This is an optimization exercise on Yosys and OpenROAD, whose aim is small area, a short achievable clock period and few clock cycles, not a production implementation. Where RTL was checked, it was by simulation tests only, not by an equivalence proof against the original. The clock port is modelled as an ideal driver; clocking choices that lean on that would not hold on a real chip.

Setup of lane 1:
## top_module2
module top_module2 (input [3:0] start_adress, input [7:0] data_in, input clock, input Start, input reset,
  output logic [15:0] out_put_det3, output logic Done, output logic [3:0] adress);
Settings: LEC_CHECK=0, CAP_MARGIN=20, CORE_MARGIN=2, CORE_UTILIZATION=40, SETUP_SLACK_MARGIN=4.9, SLEW_MARGIN=20; clock period 7.0 ns.
run.sh (not shown) runs the stock make flow with config.mk's settings and CLKGATE_MAP_FILE= SYNTH_SCRIPT=/design/flow/synth_recipe.tcl, a recipe that flattens the netlist after the stock synthesis.
The following lists how lane 2 was set up differently from lane 1:
- changing SETUP_SLACK_MARGIN from 4.9 to 4.5
## What came out
Lane 2 against lane 1: final design utilization moved down; non-filler instance count after layout moved down; clock network area share moved up; global-route met1 utilization moved up.
Function was not checked in any run of this note: the RTL went through the layout flow alone.

========
job 7507:
top_module2, a different RTL version from the one above (not shown whole).
Size: roughly 36 I/O pins.
export LEC_CHECK = 0
export CAP_MARGIN = 20
export CORE_MARGIN = 2
export CORE_UTILIZATION = 40
export CTS_BUF_LIST = sky130_fd_sc_hd__clkbuf_8
export CTS_CLUSTER_DIAMETER = 40
export CTS_CLUSTER_SIZE = 12
export HOLD_SLACK_MARGIN = 0.15
export SETUP_SLACK_MARGIN = 3.2
export SLEW_MARGIN = 20
create_clock -name core_clock -period 7.0 [get_ports {clock}]
standard.sh (not shown) runs the stock make flow with config.mk's settings and CLKGATE_MAP_FILE= SYNTH_SCRIPT=/design/flow/synth_recipe.tcl, a recipe that flattens the netlist after the stock synthesis.
==> flow/flow/run.sh <==
#!/bin/bash
# The standard layout, with two changes: plain buffers (buf_2) on the ports
# instead of the default port buffer cell (every port still gets its buffer),
# and, after clock tree synthesis, a later clock for the output register
# (flow/skew.tcl), which ends the multiply-accumulate paths between registers.
set -euo pipefail
export BUFFER_PORTS_ARGS="-buffer_cell sky130_fd_sc_hd__buf_2"
bash standard.sh cts > standard_cts.log 2>&1
R=orfs/results/sky130hd/top_module2/base
cp $R/4_cts.odb $R/4_cts_noskew.odb
ODB_IN=$R/4_cts_noskew.odb ODB_OUT=$R/4_cts.odb SKEW_DLY_CELL=sky130_fd_sc_hd__clkdlybuf4s50_1 \
  openroad -no_init -exit flow/skew.tcl > skew.log 2>&1
bash standard.sh > standard.log 2>&1
==> flow/flow/skew.tcl <==
# Delays the clock of the output register (out_put_det3) by a delay buffer and a
# clock buffer inserted after its leaf clock buffer. The output register is the
# end of the multiply-accumulate paths between registers; its own paths to the
# output port only lose by this.
read_db $::env(ODB_IN)
set db [ord::get_db]
set block [ord::get_db_block]
set flops {}
foreach inst [$block getInsts] {
  if {[string match {out_put_det3*} [$inst getName]]} { lappend flops $inst }
}
puts "skew: [llength $flops] output register flip-flops"
set src [[[lindex $flops 0] findITerm CLK] getNet]
set n1 [odb::dbNet_create $block skew_net1]
set n2 [odb::dbNet_create $block skew_net2]
$n1 setSigType CLOCK
$n2 setSigType CLOCK
set b1 [odb::dbInst_create $block [$db findMaster $::env(SKEW_DLY_CELL)] skew_dly]
set b2 [odb::dbInst_create $block [$db findMaster sky130_fd_sc_hd__clkbuf_16] skew_buf]
[$b1 findITerm A] connect $src
[$b1 findITerm X] connect $n1
[$b2 findITerm A] connect $n1
[$b2 findITerm X] connect $n2
set sx 0; set sy 0
foreach f $flops {
  set it [$f findITerm CLK]
  $it disconnect
  $it connect $n2
  set bb [$f getBBox]
  set sx [expr {$sx + [$bb xMin]}]; set sy [expr {$sy + [$bb yMin]}]
}
set cx [expr {int($sx / [llength $flops])}]; set cy [expr {int($sy / [llength $flops])}]
$b1 setLocation $cx $cy
$b1 setPlacementStatus PLACED
$b2 setLocation $cx $cy
$b2 setPlacementStatus PLACED
global_connect
detailed_placement
check_placement -verbose
write_db $::env(ODB_OUT)
Testbench counts of job 7507, summed over its fixed seeds: cycles 17,600.
Relative to job 7507, the following input files were edited for job 931:
Settings: CTS_BUF_LIST removed (was sky130_fd_sc_hd__clkbuf_8); CTS_CLUSTER_DIAMETER removed (was 40); CTS_CLUSTER_SIZE removed (was 12); SETUP_SLACK_MARGIN changed from 3.2 to 2.8.
Results
Job 931 has completed all stages; timing, DRC and antenna checks passed. As far as number of cells in the design after placement is concerned, job 7507 and job 931 perform about the same. Against job 7507, job 931 reports a storage element area that is lower. For job 7507, the most frequent standard cell in the layout excluding fill and tap cells was xnor2_1, unlike job 931, where it was dfxtp_1. Comparing job 931 and job 7507, the higher global-route wire length before repair is on job 7507. On synthesized-area fraction occupied by adder cells, job 931 tracks job 7507 almost exactly. Number of buffers added to fix hold violations after cts: job 931 vs job 7507 — no meaningful difference. The run showing the smaller non-clock buffer count is job 931.
Modified inputs, job 5536 compared to job 931
Settings: SETUP_SLACK_MARGIN changed from 2.8 to 3.2.
--- outcome ---
Per the final summary, job 5536 finished and its layout is clean on timing, DRC and antenna.
Both conditions hold for job 931: the flow ran to the end and the final layout passed the timing, DRC and antenna checks.
Changes observed in job 5536 relative to job 931: worst setup slack up 0.21 ns, area used by multi-input combinational logic up about 0.7%.
Lower sequential portion of the cell area was reported by job 931, not job 5536.
Routed wire in job 5536 totals more than in job 931.
Between job 5536 and job 931, it is job 5536 whose register-to-register slack is higher, by 0.21 ns.
In the flow results for job 5536 and job 931, the final cell area excluding filler cells is larger on job 5536.
Maximum number of pins on one net before global-route repair went down by a little under 10% going from job 931 to job 5536.
Relative to job 931, the actual transition at the worst max-transition pin of job 5536 is lower by 0.020 ns.

## what the ideal ports hide
How much do the figures lean on ideal ports? The routed layouts below were timed once more, with nothing changed but the port constraints.
Step 1 assumes that a clkbuf_16 drives the clock port and a buf_2 every other input.
Step 2, shift: input delay + t, output delay - t, t = (earliest + latest rising clock arrival at the registers) / 2. This alone moves slack from input paths to output paths.
Slacks: ideal ports / drivers / drivers and shift; pairs: ideal ports / drivers.
| run | t (ns) | slack for setup (ns) | latest minus earliest clock arrival (ns) | slew at the worst register clock pin (ns) | worst data-port slew with drivers (ns) |
|---|---|---|---|---|---|
| lane 1 | 0.447 | 4.112 / 4.112 / 4.112 | 0.012 / 0.012 | 0.06 / 0.06 | 0.03 |
| lane 2 | 0.453 | 3.998 / 3.998 / 3.998 | 0.010 / 0.010 | 0.06 / 0.06 | 0.03 |
| job 7507 | 0.778 | 3.787 / 3.766 / 3.766 | 0.764 / 0.764 | 0.12 / 0.12 | 0.05 |
| job 931 | 0.744 | 3.544 / 3.544 / 3.544 | 0.723 / 0.722 | 0.08 / 0.08 | 0.05 |
| job 5536 | 0.745 | 3.754 / 3.754 / 3.754 | 0.735 / 0.736 | 0.08 / 0.08 | 0.05 |
In job 7507, job 931 and job 5536 the clock reaches the registers at very different times; t lies between them, and the last value is a rough guide only. The setup slack of job 7507, which loses most, moves by -0.021 ns with the drivers and by -0.021 ns with both steps.
